Source: an optimization exercise on an open RTL-to-GDS flow (aim: small area, a short achievable clock period and few clock cycles). Production flows keep margins and buffers that such runs may drop.
Function was checked by simulation only, so behaviour that the tests miss may differ from the original.

**flow/design.v**
```verilog
`timescale 1ns/10ps
module D_FF (q, d, reset, clk);
	output reg q;
	input d, reset, clk;
	always_ff @(posedge clk)
		if (reset)
			q <= 0;  
		else
			q <= d;  
endmodule
module add(Cout, A, B, S, Cin); 
	input logic A, B, Cin; 
	output logic Cout, S; 
	logic x, y, z, temp;
	and(x, A, B); 
	and(y, A, Cin);
	and(z, B, Cin); 
	or(temp, x, y); 
	or(Cout, temp, z); 
	logic temp2; 
	xor(temp2, A, B); 
	xor(S, temp2, Cin); 
endmodule 
`timescale 1ns/10ps
module sub(Cout, A, B, S, Cin); 
	input logic A, B, Cin; 
	output logic Cout, S; 
	logic x, y, z, temp, NB;
	not (NB, B); 
	and (x, A, NB); 
	and (y, A, Cin);
	and (z, NB, Cin); 
	or (temp, x, y); 
	or (Cout, temp, z); 
	logic temp2; 
	xor (temp2, A, NB); 
	xor (S, temp2, Cin);
endmodule 
`timescale 1ns/10ps
module bypass(Din, Dout); 
	input logic Din; 
	output logic Dout; 
	assign Dout = Din; 
endmodule 
`timescale 1ns/10ps
module mux2_1(d0, d1, select, out); 
	input logic d0, d1, select; 
	output logic out; 
	logic a, b, notselect; 
	not (notselect, select);
	and (a, d0, notselect);
	and (b, d1, select);
	or (out, a, b);
endmodule 
`timescale 1ns/10ps
module mux2_1_5(d0, d1, select, out); 
	input logic [4:0] d0, d1; 
	input logic select; 
	output logic [4:0] out;
	logic [4:0] a, b; 
	logic notselect; 
	not (notselect, select);
	genvar i; 
	generate
		for(i = 0; i < 5; i++) begin : eachgate
			and (a[i], d0[i], notselect);
			and (b[i], d1[i], select);
			or (out[i], a[i], b[i]);
		end 
	endgenerate
endmodule 
`timescale 1ns/10ps
module mux2_1_64(d0, d1, select, out); 
	input logic [63:0] d0, d1; 
	input logic select; 
	output logic [63:0] out;
	logic [63:0] a, b; 
	logic notselect; 
	not (notselect, select);
	genvar i; 
	generate
		for(i = 0; i < 64; i++) begin : eachgate
			and (a[i], d0[i], notselect);
			and (b[i], d1[i], select);
			or (out[i], a[i], b[i]);
		end 
	endgenerate
endmodule 
`timescale 1ns/10ps
module mux4_1(s0, s1, i0, i1, i2, i3, out); 
	input logic s0, s1, i0, i1, i2, i3; 
	output logic out; 
	logic ns0, ns1, a0, a1, a2, a3; 
	not (ns0, s0); 
	not (ns1, s1); 
	and (a0, ns1, ns0, i0);
	and (a1, ns1, s0, i1);
	and (a2, s1, ns0, i2);
	and (a3, s1, s0, i3);
	or (out, a0, a1, a2, a3); 
endmodule 
`timescale 1ns/10ps
module mux8_1 (cntrl, outBP, outAdd, outSub, outAnd, outOr, outXor, temp1, temp2, Dout);
	input logic [2:0] cntrl; 
	input logic outBP, outAdd, outSub, outAnd, outOr, outXor, temp1, temp2;
	output logic Dout; 
	logic out1, out2; 
	mux4_1 firsthalf (.s0(cntrl[0]), .s1(cntrl[1]), .i0(outBP), .i1(temp1), .i2(outAdd), .i3(outSub), .out(out1));
	mux4_1 secondhalf (.s0(cntrl[0]), .s1(cntrl[1]), .i0(outAnd), .i1(outOr), .i2(outXor), .i3(temp2), .out(out2));
	mux2_1 finalResult (.d0(out1), .d1(out2), .select(cntrl[2]), .out(Dout));
endmodule 
`timescale 1ns/10ps
module mux32_1(Din, Dout, s);
	input logic [31:0] Din;
	input logic [4:0] s;
	output logic Dout; 
	logic [15:0] outSixteen; 
	logic [7:0] outEight;
	logic [3:0] outFour;
	logic [1:0] outTwo;
	genvar i; 
	generate 
		for(i = 0; i < 32; i += 2) begin : each16
			mux2_1 out16 (.d0(Din[i]), .d1(Din[i + 1]), .select(s[0]), .out(outSixteen[i / 2]));
		end
		for(i = 0; i < 16; i += 2) begin : each8
			mux2_1 out8 (.d0(outSixteen[i]), .d1(outSixteen[i + 1]), .select(s[1]), .out(outEight[i / 2]));
		end 
		for(i = 0; i < 8; i += 2) begin : each4
			mux2_1 out4 (.d0(outEight[i]), .d1(outEight[i + 1]), .select(s[2]), .out(outFour[i / 2]));
		end
		for(i = 0; i < 4; i += 2) begin : each2
			mux2_1 out2 (.d0(outFour[i]), .d1(outFour[i + 1]), .select(s[3]), .out(outTwo[i / 2]));
		end
		mux2_1 out (.d0(outTwo[0]), .d1(outTwo[1]), .select(s[4]), .out(Dout));
	endgenerate 
endmodule 
`timescale 1ns/10ps
module demux2_4(a, b, enable, regOut);
	input logic a, b, enable; 
	output logic [3:0] regOut;
	logic na, nb; 
	not (na, a);
	not (nb, b);
	and (regOut[0], na, nb, enable);
	and (regOut[1], na, b, enable);
	and (regOut[2], a, nb, enable);
	and (regOut[3], a, b, enable);
endmodule 
`timescale 1ns/10ps
module demux3_8(a, b, c, enable, regOut);
	input logic a, b, c, enable; 
	output logic [7:0] regOut;
	logic na, nb, nc;  	
	not (na, a); 
	not (nb, b); 
	not (nc, c); 
	and (regOut[0], na, nb, nc, enable);
	and (regOut[1], na, nb, c, enable);
	and (regOut[2], na, b, nc, enable);
	and (regOut[3], na, b, c, enable);
	and (regOut[4], a, nb, nc, enable);
	and (regOut[5], a, nb, c, enable);
	and (regOut[6], a, b, nc, enable);
	and (regOut[7], a, b, c, enable);
endmodule 
`timescale 1ns/10ps
module decoder(RegWrite, WriteRegister, regNum);
	input logic RegWrite; 
	input logic [4:0] WriteRegister;
	output logic [31:0] regNum; 
	logic [3:0] regOut2_4;
	demux2_4 two4 (.a(WriteRegister[4]), .b(WriteRegister[3]), .enable(RegWrite), .regOut(regOut2_4)); 
	demux3_8 three80 (.a(WriteRegister[2]), .b(WriteRegister[1]), .c(WriteRegister[0]), .enable(regOut2_4[0]), .regOut(regNum[7:0])); 
	demux3_8 three81 (.a(WriteRegister[2]), .b(WriteRegister[1]), .c(WriteRegister[0]), .enable(regOut2_4[1]), .regOut(regNum[15:8]));
	demux3_8 three82 (.a(WriteRegister[2]), .b(WriteRegister[1]), .c(WriteRegister[0]), .enable(regOut2_4[2]), .regOut(regNum[23:16]));
	demux3_8 three83 (.a(WriteRegister[2]), .b(WriteRegister[1]), .c(WriteRegister[0]), .enable(regOut2_4[3]), .regOut(regNum[31:24]));
endmodule 
`timescale 1ns/10ps
module flag0(result, zero); 
	input logic [63:0] result; 
	output logic zero; 
	logic [15:0] sixteen; 
	logic [3:0] four; 
	logic temp0;
	genvar i; 
	generate 
		for(i = 0; i < 64; i += 4) begin : each16or
			or (sixteen[i / 4], result[i], result[i + 1], result[i + 2], result[i + 3]); 
		end
		for(i = 0; i < 16; i += 4) begin : each4or
			or (four[i / 4], sixteen[i], sixteen[i + 1], sixteen[i + 2], sixteen[i + 3]);
		end 
		or (temp0, four[0], four[1], four[2], four[3]); 
	endgenerate 
	not (zero, temp0); 
endmodule 
`timescale 1ns/10ps
module register(WriteData, regEnable, dataOut, clk);
	input logic regEnable, clk;
	input logic [63:0] WriteData;
	output logic [63:0] dataOut; 
	logic [63:0] muxout;
	logic s; 
	genvar i; 
	generate 
		for (i = 0; i < 64; i++) begin : eachFlip
			mux2_1 wren (.d0(dataOut[i]), .d1(WriteData[i]), .select(regEnable), .out(muxout[i]));
			D_FF flipflop (.q(dataOut[i]), .d(muxout[i]), .reset(1'b0), .clk);
		end
	endgenerate 
endmodule 
`timescale 1ns/10ps
module regfile(ReadData1, ReadData2, WriteData, 
					 ReadRegister1, ReadRegister2, WriteRegister,
					 RegWrite, clk); 
	output logic [63:0] ReadData1, ReadData2; 
	input logic	[4:0] 	ReadRegister1, ReadRegister2, WriteRegister;
	input logic [63:0]	WriteData;
	input logic 			RegWrite, clk;
	logic [31:0] regNum; 
	logic [31:0][63:0] dataOutGrid;
	logic [63:0][31:0] dataInGrid;
	decoder decode (.RegWrite, .WriteRegister, .regNum);
	genvar i, n;
	generate	
		for (i = 0; i < 31; i++) begin : eachReg
			register Reg (.WriteData, .regEnable(regNum[i]), .dataOut(dataOutGrid[i]), .clk); 
		end
	endgenerate
	register Reg31 (.WriteData(64'b0), .regEnable(1'b1), .dataOut(dataOutGrid[31]), .clk);
	genvar j, k; 
	generate
		for (j = 0; j < 32; j++) begin : eachrow
			for (k = 0; k < 64; k++) begin : eachcol
				assign dataInGrid[63 - k][j] = dataOutGrid[j][k];
			end 
		end 
	endgenerate
	generate 
		for(n = 0; n < 64; n++) begin : each32mux
			mux32_1 read1 (.Din(dataInGrid[n]), .Dout(ReadData1[63 - n]), .s(ReadRegister1)); 
			mux32_1 read2 (.Din(dataInGrid[n]), .Dout(ReadData2[63 - n]), .s(ReadRegister2)); 
		end 
	endgenerate 
endmodule
`timescale 1ns/10ps
module alu(A, B, cntrl, result, negative, zero, overflow, carry_out); 
	input logic [63:0] A, B; 
	input logic [2:0] cntrl; 
	output logic [63:0] result; 
	output logic negative, zero, overflow, carry_out; 
	logic [63:0] outBP, outAdd, outSub, outAnd, outOr, outXor, temp1, temp2;
	logic [63:0] tempCoutAdd, tempCoutSub;
	logic overflowAdd, overflowSub; 
	bypass equal1 (.Din(B[0]), .Dout(outBP[0]));
	add adding1 (.Cout(tempCoutAdd[0]), .A(A[0]), .B(B[0]), .S(outAdd[0]), .Cin(1'b0));
	sub subtracting1 (.Cout(tempCoutSub[0]), .A(A[0]), .B(B[0]), .S(outSub[0]), .Cin(1'b1));
	and (outAnd[0], A[0], B[0]);
	or  (outOr[0], A[0], B[0]); 
	xor  (outXor[0], A[0], B[0]);
	mux8_1 control1 (.cntrl, .outBP(outBP[0]), .outAdd(outAdd[0]), .outSub(outSub[0]), .outAnd(outAnd[0]), .outOr(outOr[0]), .outXor(outXor[0]), .temp1(temp1[0]), .temp2(temp2[0]), .Dout(result[0]));
	genvar i; 
	generate
		for(i = 1; i < 64; i++) begin : eachInputBit
			bypass equal (.Din(B[i]), .Dout(outBP[i]));
			add adding (.Cout(tempCoutAdd[i]), .A(A[i]), .B(B[i]), .S(outAdd[i]), .Cin(tempCoutAdd[i - 1]));
			sub subtracting (.Cout(tempCoutSub[i]), .A(A[i]), .B(B[i]), .S(outSub[i]), .Cin(tempCoutSub[i - 1]));
			and (outAnd[i], A[i], B[i]);
			or (outOr[i], A[i], B[i]); 
			xor (outXor[i], A[i], B[i]);
			mux8_1 control (.cntrl, .outBP(outBP[i]), .outAdd(outAdd[i]), .outSub(outSub[i]), .outAnd(outAnd[i]), .outOr(outOr[i]), .outXor(outXor[i]), .temp1(temp1[i]), .temp2(temp2[i]), .Dout(result[i]));
		end
	endgenerate
	mux2_1 cout (.d0(tempCoutAdd[63]), .d1(tempCoutSub[63]), .select(cntrl[0]), .out(carry_out));
	xor (overflowAdd, tempCoutAdd[63], tempCoutAdd[62]); 
	xor (overflowSub, tempCoutSub[63], tempCoutSub[62]); 
	mux2_1 Oflow (.d0(overflowAdd), .d1(overflowSub), .select(cntrl[0]), .out(overflow));
	flag0 set0 (.result, .zero); 
	assign negative = result[63]; 
endmodule 
module mult (
	input logic		[63:0]	A, B,
	input logic					doSigned,				 
	output logic	[63:0]	mult_low, mult_high 
	);
	logic signed	[63:0]	signedA, signedB;
	logic signed	[127:0]	signedResult;
	logic				[127:0]	unsignedResult;
	always_comb begin
		signedA = A;
		signedB = B;
		signedResult = signedA * signedB;
	end
	always_comb
		unsignedResult = A * B;
	always_comb
		if (doSigned)
			{mult_high, mult_low} = signedResult;
		else
			{mult_high, mult_low} = unsignedResult;
endmodule
module shifter(
	input logic		[63:0]	value,
	input logic					direction,  
	input	logic		[5:0]		distance,
	output logic	[63:0]	result
	);
	always_comb begin
		if (direction == 0)
			result = value << distance;
		else
			result = value >> distance;
	end
endmodule
`timescale 1ns/10ps
module control(clk, instruction, Reg2Loc, ALUsrc, MemToReg, RegWrite, MemWrite, BrTaken, UncondBr, ALUop, shift, fwd_math, direction, math, srcType, negative, zero, overflow, carry_out, fwdr1, Rd_e, Rn_r, Rd_m, Rd_r, Ab, fwdr2, zero_br, Rm_r, RegWrite_e, RegWrite_m, RegWrite_r); 
	input logic clk;
	input logic [31:0] instruction; 
	input logic negative, zero, overflow, carry_out, zero_br; 
	input logic [4:0] Rd_e, Rn_r, Rd_m, Rd_r, Ab, Rm_r;
	input logic RegWrite_e, RegWrite_m, RegWrite_r;
	output logic Reg2Loc, ALUsrc, MemToReg, RegWrite, MemWrite, BrTaken, UncondBr, shift, direction, math, srcType, fwd_math;
	output logic [2:0] ALUop; 
	output logic [1:0] fwdr1, fwdr2;
	logic neg, over, s_type, s_type_del;
	logic [31:0] instruction_d;
	function automatic logic [1:0] fwdSel(input logic [4:0] src, input logic [4:0] rde, rdm, rdr, input logic we, wm, wr);
		if (src == 5'd31)
			fwdSel = 2'b00;
		else if (we && rde == src)
			fwdSel = 2'b01;
		else if (wm && rdm == src)
			fwdSel = 2'b10;
		else if (wr && rdr == src)
			fwdSel = 2'b11;
		else
			fwdSel = 2'b00;
	endfunction
	always_comb begin	
		s_type = 1'b0; 
		fwd_math = 1'b0;
		Reg2Loc = 1'b0; 
		ALUsrc = 1'b0; 
		MemToReg = 1'b0; 
		RegWrite = 1'b0; 
		MemWrite = 1'b0; 
		BrTaken = 1'b0;
		UncondBr = 1'b0;
		ALUop = 3'b000;
		shift = 1'b0;
		direction = 1'b0;
		math = 1'b0;
		srcType = 1'b0;
		if(instruction[31:22] == 10'b1001000100) begin  
			ALUsrc = 1'b1; 
			RegWrite = 1'b1; 
			ALUop = 3'b010;  
			srcType = 1'b1;
		end else if(instruction[31:21] == 11'b10101011000) begin  
			s_type = 1'b1; 
			Reg2Loc = 1'b1; 
			RegWrite = 1'b1; 
			ALUop = 3'b010;  
		end else if(instruction[31:26] == 6'b000101) begin  
			BrTaken = 1'b1;
			UncondBr = 1'b1;
		end else if(instruction[31:24] == 8'b01010100 && instruction[4:0] == 5'b01011) begin  
			BrTaken = s_type_del ? (negative != overflow) : (neg != over); 
		end else if(instruction[31:24] == 8'b10110100) begin  
			BrTaken = zero_br;
			ALUop = 3'b000;  
		end else if(instruction[31:21] == 11'b11111000010 && instruction[11:10] == 2'b0) begin  
			ALUsrc = 1'b1; 
			MemToReg = 1'b1; 
			RegWrite = 1'b1; 
			ALUop = 3'b010;  
		end else if(instruction[31:21] == 11'b11010011011 && instruction[20:16] == 5'b0) begin  
			fwd_math = 1'b1;
			RegWrite = 1'b1; 
			shift = 1'b1;
			direction = 1'b0;
			math = 1'b1;
		end else if(instruction[31:21] == 11'b11010011010 && instruction[20:16] == 5'b0) begin  
			fwd_math = 1'b1;
			RegWrite = 1'b1; 
			shift = 1'b1;
			direction = 1'b1;
			math = 1'b1;
		end else if(instruction[31:21] == 11'b10011011000 && instruction[15:10] == 6'h1F) begin  
			fwd_math = 1'b1;
			Reg2Loc = 1'b1;
			RegWrite = 1'b1; 
			shift = 1'b0;
			math = 1'b1;
		end else if(instruction[31:21] == 11'b11111000000 && instruction[11:10] == 2'b0) begin  
			ALUsrc = 1'b1; 
			MemWrite = 1'b1; 
			ALUop = 3'b010;  
		end else if(instruction[31:21] == 11'b11101011000 && instruction[15:10] == 6'b0) begin  
			s_type = 1'b1; 
			Reg2Loc = 1'b1;
			RegWrite = 1'b1; 
			ALUop = 3'b011;  
		end
		fwdr1 = fwdSel(Rn_r, Rd_e, Rd_m, Rd_r, RegWrite_e, RegWrite_m, RegWrite_r);
		fwdr2 = fwdSel(Ab, Rd_e, Rd_m, Rd_r, RegWrite_e, RegWrite_m, RegWrite_r);
	end 
	always_ff @(posedge clk) begin 
		instruction_d <= instruction;
		s_type_del <= s_type;
	end 
	always_ff @(posedge clk) begin 
		if((instruction_d[31:21] == 11'b10101011000) || (instruction_d[31:21] == 11'b11101011000 && instruction_d[15:10] == 6'b0)) begin
			neg <= negative;
			over <= overflow; 
		end
	end
endmodule
`timescale 1ns/10ps
module datapathPC(clk, reset, instruction, pcVal, BrTaken, UncondBr); 
	input clk, reset, BrTaken, UncondBr;
	input	[31:0] instruction;
	output [63:0] pcVal;
	logic [63:0] nextPC, shift2, nextPC1, nextPC0, pcVal_br;
	logic negative1, zero1, overflow1, carry_out1;
	logic negative0, zero0, overflow0, carry_out0;
	mux2_1_64 signExt (.d0({{45{instruction[23]}}, instruction[23:5]}), .d1({{38{instruction[25]}}, instruction[25:0]}), .select(UncondBr), .out(shift2));
	register incase_br (.WriteData(pcVal), .regEnable(1'b1), .dataOut(pcVal_br), .clk);
	alu PCnextBr (.A(pcVal_br), .B({shift2[61:0], 2'b00}), .cntrl(3'b010), .result(nextPC1), .negative(negative1), .zero(zero1), .overflow(overflow1), .carry_out(carry_out1)); 
	alu PCnext4 (.A(pcVal), .B(64'd4), .cntrl(3'b010), .result(nextPC0), .negative(negative0), .zero(zero0), .overflow(overflow0), .carry_out(carry_out0)); 
	mux2_1_64 assignPCnext (.d0(nextPC0), .d1(nextPC1), .select(BrTaken), .out(nextPC));  
	genvar i; 
	generate 
		for(i = 0; i < 64; i++) begin : eachFlip
			D_FF flipPC (.q(pcVal[i]), .d(nextPC[i]), .reset, .clk);
		end
	endgenerate 
endmodule 
`timescale 1ns/10ps
module datapath(
	input logic clk, reset,
	input logic [31:0] instruction,
	input logic Reg2Loc, ALUsrc, MemToReg, RegWrite, MemWrite, shift, direction, math, srcType, fwd_math,
	input logic [1:0] fwdr1, fwdr2,
	input logic [2:0] ALUop,
	output logic negative, zero, overflow, carry_out, zero_br, 
	output logic [4:0] Rd_e, Rd_m, Rd_r, Rm_r,
	output logic [4:0] Ab, Rn_r,
	output logic RegWrite_e, RegWrite_m, RegWrite_r,
	output logic [63:0] mem_address,
	output logic mem_we,
	output logic [63:0] mem_wdata,
	input logic [63:0] mem_rdata
	);
	logic [4:0] Rd;
	logic [11:0] Imm12;
	logic [5:0] shamt_r;
	logic [8:0] Imm9; 
	assign Rd = instruction[4:0];
	assign Rn_r = instruction[9:5]; 
	assign Rm_r = instruction[20:16];  
	assign Imm12 = instruction[21:10];
	assign Imm9 = instruction[20:12]; 
	assign shamt_r = instruction[15:10];
	logic [63:0] Da, Db, Dw, tempI, tempALU, result, Dout, tempMem, mult_low, mult_high, shifted, tempMath, result_e;
	logic ALUsrc_e, MemWrite_e, MemToReg_e, shift_e, direction_e, math_e, fwd_math_e; 
	logic [2:0] ALUop_e; 
	logic [4:0] Rn_e, Rm_e;
	logic [5:0] shamt_e;
	logic [63:0] Da_e, Db_e, tempI_e, Dw_r;
	logic [63:0] fwd_Da, fwd_Db;
	mux2_1_5 chooseReg (.d0(Rd), .d1(Rm_r), .select(Reg2Loc), .out(Ab));
	regfile registers (.ReadData1(Da), .ReadData2(Db), .WriteData(Dw_r), .ReadRegister1(Rn_r), .ReadRegister2(Ab), .WriteRegister(Rd_r), .RegWrite(RegWrite_r), .clk);
	mux2_1_64 ifItype (.d0({{55{Imm9[8]}}, Imm9}), .d1({52'b0, Imm12}), .select(srcType), .out(tempI)); 
	D_FF pip_src (.q(ALUsrc_e), .d(ALUsrc), .reset, .clk);
	D_FF pip_memw (.q(MemWrite_e), .d(MemWrite), .reset, .clk);
	D_FF pip_mem2r (.q(MemToReg_e), .d(MemToReg), .reset, .clk);
	D_FF pip_shift (.q(shift_e), .d(shift), .reset, .clk);
	D_FF pip_dir (.q(direction_e), .d(direction), .reset, .clk);
	D_FF pip_math (.q(math_e), .d(math), .reset, .clk);
	D_FF pip_regw (.q(RegWrite_e), .d(RegWrite), .reset, .clk);
	D_FF pip_fwdMath (.q(fwd_math_e), .d(fwd_math), .reset, .clk);
	genvar i; 
	generate 
		for(i = 0; i < 3; i++) begin : eachALUopbit
			D_FF pip_ALUop (.q(ALUop_e[i]), .d(ALUop[i]), .reset, .clk);
		end
		for(i = 0; i < 5; i++) begin : eachregbit1
			D_FF pip_wreg (.q(Rd_e[i]), .d(Rd[i]), .reset, .clk);
			D_FF pip_r1reg (.q(Rn_e[i]), .d(Rn_r[i]), .reset, .clk);
			D_FF pip_r2reg (.q(Rm_e[i]), .d(Ab[i]), .reset, .clk);
		end 
		for(i = 0; i < 6; i++) begin : eachshamtbit
			D_FF pip_r1reg (.q(shamt_e[i]), .d(shamt_r[i]), .reset, .clk);
		end 
		for (i = 0; i < 64; i++) begin : eachfwdbit
			mux4_1 fwdDa (.s0(fwdr1[0]), .s1(fwdr1[1]), .i0(Da[i]), .i1(result_e[i]), .i2(Dw[i]), .i3(Dw_r[i]), .out(fwd_Da[i]));
			mux4_1 fwdDb (.s0(fwdr2[0]), .s1(fwdr2[1]), .i0(Db[i]), .i1(result_e[i]), .i2(Dw[i]), .i3(Dw_r[i]), .out(fwd_Db[i]));
		end 
	endgenerate
	register regDa (.WriteData(fwd_Da), .regEnable(1'b1), .dataOut(Da_e), .clk);
	register regDb (.WriteData(fwd_Db), .regEnable(1'b1), .dataOut(Db_e), .clk);
	register regtempI (.WriteData(tempI), .regEnable(1'b1), .dataOut(tempI_e), .clk);
	flag0 incase_cbz (.result(fwd_Db), .zero(zero_br)); 
	logic MemWrite_m, MemToReg_m, shift_m, math_m, neg_e, zero_e, over_e, carryO_e;
	logic [4:0] Rm_m, Rn_m;
	logic [63:0] Db_m, mult_low_m, mult_high_m, shifted_m, result_m, tempMath_m;
	mux2_1_64 src (.d0(Db_e), .d1(tempI_e), .select(ALUsrc_e), .out(tempALU)); 
	alu compute (.A(Da_e), .B(tempALU), .cntrl(ALUop_e), .result, .negative, .zero, .overflow, .carry_out); 
	mult x (.A(Da_e), .B(Db_e), .doSigned(1'b1), .mult_low, .mult_high); 
	shifter sh (.value(Da_e), .direction(direction_e), .distance(shamt_e), .result(shifted));
	mux2_1_64 mult_shift (.d0(mult_low), .d1(shifted), .select(shift_e), .out(tempMath));
	mux2_1_64 math_alu (.d0(result), .d1(tempMath), .select(fwd_math_e), .out(result_e));
	D_FF pip_memw2 (.q(MemWrite_m), .d(MemWrite_e), .reset, .clk);
	D_FF pip_mem2r2 (.q(MemToReg_m), .d(MemToReg_e), .reset, .clk);
	D_FF pip_math2 (.q(math_m), .d(math_e), .reset, .clk);
	D_FF pip_regw2 (.q(RegWrite_m), .d(RegWrite_e), .reset, .clk);
	genvar j; 
	generate
		for(j = 0; j < 5; j++) begin : eachregbit2
			D_FF pip_wreg2 (.q(Rd_m[j]), .d(Rd_e[j]), .reset, .clk);
			D_FF pip_r1reg2 (.q(Rn_m[j]), .d(Rn_e[j]), .reset, .clk);
			D_FF pip_r2reg2 (.q(Rm_m[j]), .d(Rm_e[j]), .reset, .clk);
		end
	endgenerate
	register xDb2 (.WriteData(Db_e), .regEnable(1'b1), .dataOut(Db_m), .clk);
	register xmultlow (.WriteData(mult_low), .regEnable(1'b1), .dataOut(mult_low_m), .clk);
	register xmulthigh (.WriteData(mult_high), .regEnable(1'b1), .dataOut(mult_high_m), .clk);
	register xshifted (.WriteData(shifted), .regEnable(1'b1), .dataOut(shifted_m), .clk);
	register xresult (.WriteData(result), .regEnable(1'b1), .dataOut(result_m), .clk);
	register xtempMath (.WriteData(tempMath), .regEnable(1'b1), .dataOut(tempMath_m), .clk);
	logic [4:0] Rm_w, Rn_w; 
	assign mem_address = result_m;
	assign mem_we = MemWrite_m;
	assign mem_wdata = Db_m;
	assign Dout = mem_rdata;
	mux2_1_64 MemReg (.d0(result_m), .d1(Dout), .select(MemToReg_m), .out(tempMem)); 
	mux2_1_64 lastmux (.d0(tempMem), .d1(tempMath_m), .select(math_m), .out(Dw));
	D_FF pip_regw3 (.q(RegWrite_r), .d(RegWrite_m), .reset, .clk);
	genvar k; 
	generate
		for(k = 0; k < 5; k++) begin : eachregbit3
			D_FF pip_wreg2 (.q(Rd_r[k]), .d(Rd_m[k]), .reset, .clk);
			D_FF pip_r1reg3 (.q(Rn_w[k]), .d(Rn_m[k]), .reset, .clk);
			D_FF pip_r2reg3 (.q(Rm_w[k]), .d(Rm_m[k]), .reset, .clk);
		end
	endgenerate
	register wdata (.WriteData(Dw), .regEnable(1'b1), .dataOut(Dw_r), .clk);
endmodule 
`timescale 1ns/10ps
module cpu(clk, reset, imem_addr, imem_data, dmem_addr, dmem_we, dmem_wdata, dmem_rdata);
	input logic clk, reset;
	output logic [7:0] imem_addr;
	input logic [31:0] imem_data;
	output logic [6:0] dmem_addr;
	output logic dmem_we;
	output logic [63:0] dmem_wdata;
	input logic [63:0] dmem_rdata;
	logic [31:0] instruction, pip_instruction;
	logic [63:0] pcVal;
	logic Reg2Loc, ALUsrc, MemToReg, RegWrite, MemWrite, BrTaken, UncondBr, shift, direction, math, srcType;
	logic [1:0] fwdr1, fwdr2;
	logic [2:0] ALUop;
	logic negative, zero, overflow, carry_out, zero_br, fwd_math; 
	logic [4:0] Rd_e, Rn_r, Rd_m, Rd_r, Ab, Rm_r; 
	logic RegWrite_e, RegWrite_m, RegWrite_r;
	logic [63:0] mem_address;
	datapathPC getPC (.clk, .reset, .instruction(pip_instruction), .pcVal, .BrTaken, .UncondBr); 
	assign imem_addr = pcVal[9:2];
	assign instruction = imem_data;
	genvar i; 
	generate 
		for (i = 0; i < 32; i++) begin : eachInstrPip
			D_FF InstrPip (.q(pip_instruction[i]), .d(instruction[i]), .reset, .clk);
		end
	endgenerate 
	control cntrl (.clk, .instruction(pip_instruction), .Reg2Loc, .ALUsrc, .MemToReg, .RegWrite, .MemWrite, .BrTaken, .UncondBr, .ALUop, .shift, .direction, .math, .srcType, .negative, .zero, .overflow, .carry_out, .fwdr1, .Rd_e, .Rn_r, .Rd_m, .Rd_r, .fwdr2, .Ab, .zero_br, .Rm_r, .fwd_math, .RegWrite_e, .RegWrite_m, .RegWrite_r);
	datapath data (.clk, .reset, .instruction(pip_instruction), .Reg2Loc, .ALUsrc, .MemToReg, .RegWrite, .MemWrite, .ALUop, .shift, .direction, .math, .srcType, .negative, .zero, .overflow, .carry_out, .Rd_e, .Rn_r, .fwdr1, .Rd_m, .Rd_r, .Ab, .fwdr2, .zero_br, .Rm_r, .fwd_math, .RegWrite_e, .RegWrite_m, .RegWrite_r, .mem_address, .mem_we(dmem_we), .mem_wdata(dmem_wdata), .mem_rdata(dmem_rdata)); 
	assign dmem_addr = mem_address[9:3];
endmodule
```
**flow/run.sh**
```bash
#!/bin/bash
# synth_recipe.tcl (not shown) runs the flow's synth.tcl, then flattens the netlist and writes it again
# the make line also repeats each setting of config.mk as NAME=value (left out here)
make -C /OpenROAD-flow-scripts/flow DESIGN_CONFIG=/design/flow/config.mk WORK_HOME=/design/flow/orfs CLKGATE_MAP_FILE= SYNTH_SCRIPT=/design/flow/synth_recipe.tcl finish
```
**flow/config.mk**
```make
export PLATFORM = sky130hd
export DESIGN_NAME = cpu
export DESIGN_NICKNAME = cpu
export VERILOG_FILES = /design/flow/design.v
export SDC_FILE = /design/flow/constraint.sdc
export NUM_CORES = 4
export LEC_CHECK = 0
export CAP_MARGIN = 20
export CORE_MARGIN = 2
export CORE_UTILIZATION = 40
export PLACE_DENSITY = 0.6
export SLEW_MARGIN = 20
```
**flow/constraint.sdc**
```tcl
create_clock -name core_clock -period 34.0 [get_ports {clk}]
set_input_delay 6.8000 -clock core_clock [delete_from_list [all_inputs] [get_ports {clk}]]
set_output_delay 6.8000 -clock core_clock [all_outputs]
set_load 0.01 [all_outputs]
```
==> impl_metrics.ini <==
[run_status]
status = no timing/DRC/antenna violations

[drt]
wl_met1_mm = 288
antenna_left = 0
detail_route.first_pass.iterations = 9
avgViaCountPerCell = 6.13
wirelength_mm = 798
wl_per_cell_um = 34.2
wl_met3_mm = 95.4
vias = 143000
top_layer_used = met5
dr_wl_met2_mm = 351
drc = 0
drtIter0Drc = 19700

[grt]
antenna_found_initial = 84
grt_max_degree = 147
grt_pass1_wl_mm = 1110
gr-total-overflow = 0
grt_pass1_vias = 141000
track_usage = 0.330

[synthesis]
synth_edf_count = 1986
yosys.area.top_type = edfxtp_1
synth_nets = 19700
syn_area_per_cell_um2 = 10.9
dominantRegCellSynth = edfxtp_1
yosysSeqAreaShare = 0.369
synthArstFlopShare = 0
synthTopCellsByArea = edfxtp_1 32%, fa_1 21%, mux4_2 8.7%
yosysUniqueCellTypes = 92
synth.ff_latch_count = 2484
synth_top_area_frac = 0.317
ys_warn_count = 132
synth_area_mm2 = 0.188
synth_cells = 17300

[worst_setup_path]
path_class = reg2reg
critPathLaunchType = register
reg2reg_slack_ns = 2.12
cp_slowest_cell = or4_1
path_common_cell = fa_1
worst-endpoint-required_ns = 34.76
endpoint_kind = register
arrival_ns = 32.64
max_stage_delay_ns = 0.97
crit_fanout = 14

[timing]
min_period_ns = 31.88
min_period_over_period = 0.938
holdWs_ns = 0.386
setup-violations-final = 0
worst_pin_slew_ns = 1.31
maxSlewHeadroom = 0.120
rsz0062_at_grt = false
fin_skew_ns = 0.104
fin_ws_ns = 2.12
fmax_mhz = 31.4
finalHoldViolCount = 0
fin_setup_tns_ns = 0
slew_viol_final = 0

[placed_design]
place_hpwl_mm = 548
io_buffer_count = 177
gp_congestion = 1.05
dp_slack_ns = 2.18

[cts]
cts_setup_buffers = 0
cts.path.max_buffers = 4
clock-sinks = 2484
clkLatencyLatePin_ns = 0.92
numCtsBuffers = 267
root_buffer = clkbuf_16
cts_resized = 0
clk_pin_slew_ns = 0.06
cts_tree = yes
htree_levels = 5
holdBufCountCts = 0

[layout]
multi_input_area_mm2 = 0.107
drive_gt1_frac = 0.117
fillCellCount = 43600
finalNetCount = 19300
seqCellArea_mm2 = 0.0697
areaGrowthSynthToFinish_pct = 9.25

[floorplan]
die_y_um = 690
dieArea_mm2 = 0.477
rows = 252
die_x_um = 690
core_area_mm2 = 0.470
initial_core_util = 0.401
io_pins = 178

[run]
maxCapViolCount = 0

[hold_path]
hp-class = reg2reg
-- metrics by stage --
step           utilization  cell area [um^2]  std cells
2_1_floorplan            -            188000      17300
3_3_place_gp         0.419            197000      22800
3_5_place_dp         0.419            197000      22800
4_1_cts              0.437            206000      23300
5_1_grt              0.438            206000      23300
6_report             0.438            206000      23300
-- cell type report --
cell class,count,share of cell area
multi-input combinational,11500,0.518
sequential,2484,0.339
tap,6223,0.0378
inverter,1962,0.0358
clock buffer,331,0.0351
timing repair buffer,675,0.0279
clock inverter,130,0.00596
antenna,52,0.000632
-- cells by family (layout without fill, tap and decap cells) --
family / after synthesis / in the layout / share of synthesized area
flip-flops: 2484 / 2484 / 0.369
multiplexers: 1355 / 1355 / 0.121
XOR/XNOR: 211 / 211 / 0.00981
AND/OR/NAND/NOR: 5745 / 5745 / 0.136
buffers and inverters: 3301 / 3098 / 0.0681
AO/OA/AOI/OAI: 1823 / 1823 / 0.0611
other: 0 / 52 / 0
adder cells (fa/ha/maj): 2345 / 2345 / 0.234
-- Yosys cell counts, types with 17 or more instances --
library cell	instances
a211oi_1	64
a21o_1	34
a21oi_1	526
a222oi_1	72
a22oi_1	37
a311oi_1	21
a31oi_1	150
and2_1	778
and3_1	108
buf_1	253
buf_2	101
buf_4	80
clkbuf_1	903
clkinv_1	29
dfxtp_1	498
edfxtp_1	1986
fa_1	1965
ha_1	380
inv_1	1923
mux2_2	171
mux2i_1	454
mux4_2	727
nand2_1	2215
nand2b_1	21
nand3_1	725
nand3b_1	17
nand4_1	40
nor2_1	1564
nor2b_1	67
nor3_1	61
nor4_1	72
o2111ai_1	24
o211ai_1	55
o21ai_0	476
o21bai_1	20
o221ai_1	73
o22ai_1	71
o31ai_1	27
or2_2	17
xnor2_1	152
xor2_1	59
-- final timing paths --
kind / cells past startpoint / start / endpoint
max: 78 / data.pip_src.q / getPC.eachFlip[9].flipPC.q
min: 0 / eachInstrPip[27].InstrPip.q / cntrl.instruction_d[27]
max reg2reg: 78 / data.pip_src.q / getPC.eachFlip[9].flipPC.q
min reg2reg: 0 / eachInstrPip[27].InstrPip.q / cntrl.instruction_d[27]
-- layout by cell type (no fill, tap or decap), types with 72 or more instances in the layout --
| cell type | netlist | layout |
|---|---|---|
| nand2_1 | 2215 | 2210 |
| edfxtp_1 | 1986 | 1986 |
| fa_1 | 1965 | 1965 |
| inv_1 | 1923 | 1906 |
| nor2_1 | 1564 | 1529 |
| and2_1 | 778 | 777 |
| mux4_2 | 727 | 727 |
| nand3_1 | 725 | 724 |
| a21oi_1 | 526 | 523 |
| buf_4 | 80 | 477 |
| o21ai_0 | 476 | 451 |
| mux2i_1 | 454 | 449 |
| dfxtp_1 | 498 | 437 |
| ha_1 | 380 | 380 |
| clkbuf_16 | 0 | 279 |
| clkdlybuf4s50_1 | 0 | 176 |
| mux2_2 | 171 | 168 |
| a31oi_1 | 150 | 150 |
| xnor2_1 | 152 | 148 |
| and3_1 | 108 | 107 |
| a222oi_1 | 72 | 72 |
-- critical path: cells and delay by family, from the launching register on --
| family | cells | cell delay, ns |
|---|---|---|
| adder cells (fa/ha/maj) | 64 | 27.53 |
| multiplexers | 2 | 0.48 |
| AND/OR/NAND/NOR | 4 | 1.56 |
| flip-flops | 1 | 0.92 |
| buffers and inverters | 2 | 0.14 |
| AO/OA/AOI/OAI | 6 | 1.04 |
-- routing by layer --
metal / up-vias / track usage
met5: - / 0
met4: 32 / 0.218
met3: 2309 / 0.0966
met2: 9562 / 0.498
met1: 73700 / 0.414
li1: 57600 / -
Testbench counts, summed over its fixed seeds: cycles 69,940.

## what the ideal ports hide
The flow's constraints put no driver on any port. The routed layout listed below was extracted and timed again, unchanged, in two steps. Step 1: set_driving_cell puts a clkbuf_16 on clk and a buf_2 on each other input, an assumption about the parent block. Step 2 moves the port delays by t, midway between the first and last clock arrival at a register: inputs arrive t later, outputs are due t later. That takes back most of the time a late clock gives input paths. Slacks: no drivers / after step 1 / after step 2; pairs: no drivers / after step 1.
t, ns: 0.986
setup slack, ns: 2.119 / 2.119 / 2.119
worst hold slack (ns): 0.386 / 0.386 / 0.386
After both steps setup and hold are still met in this run. The setup slack of this run moves by 0.000 ns with the drivers and by 0.000 ns with both steps.
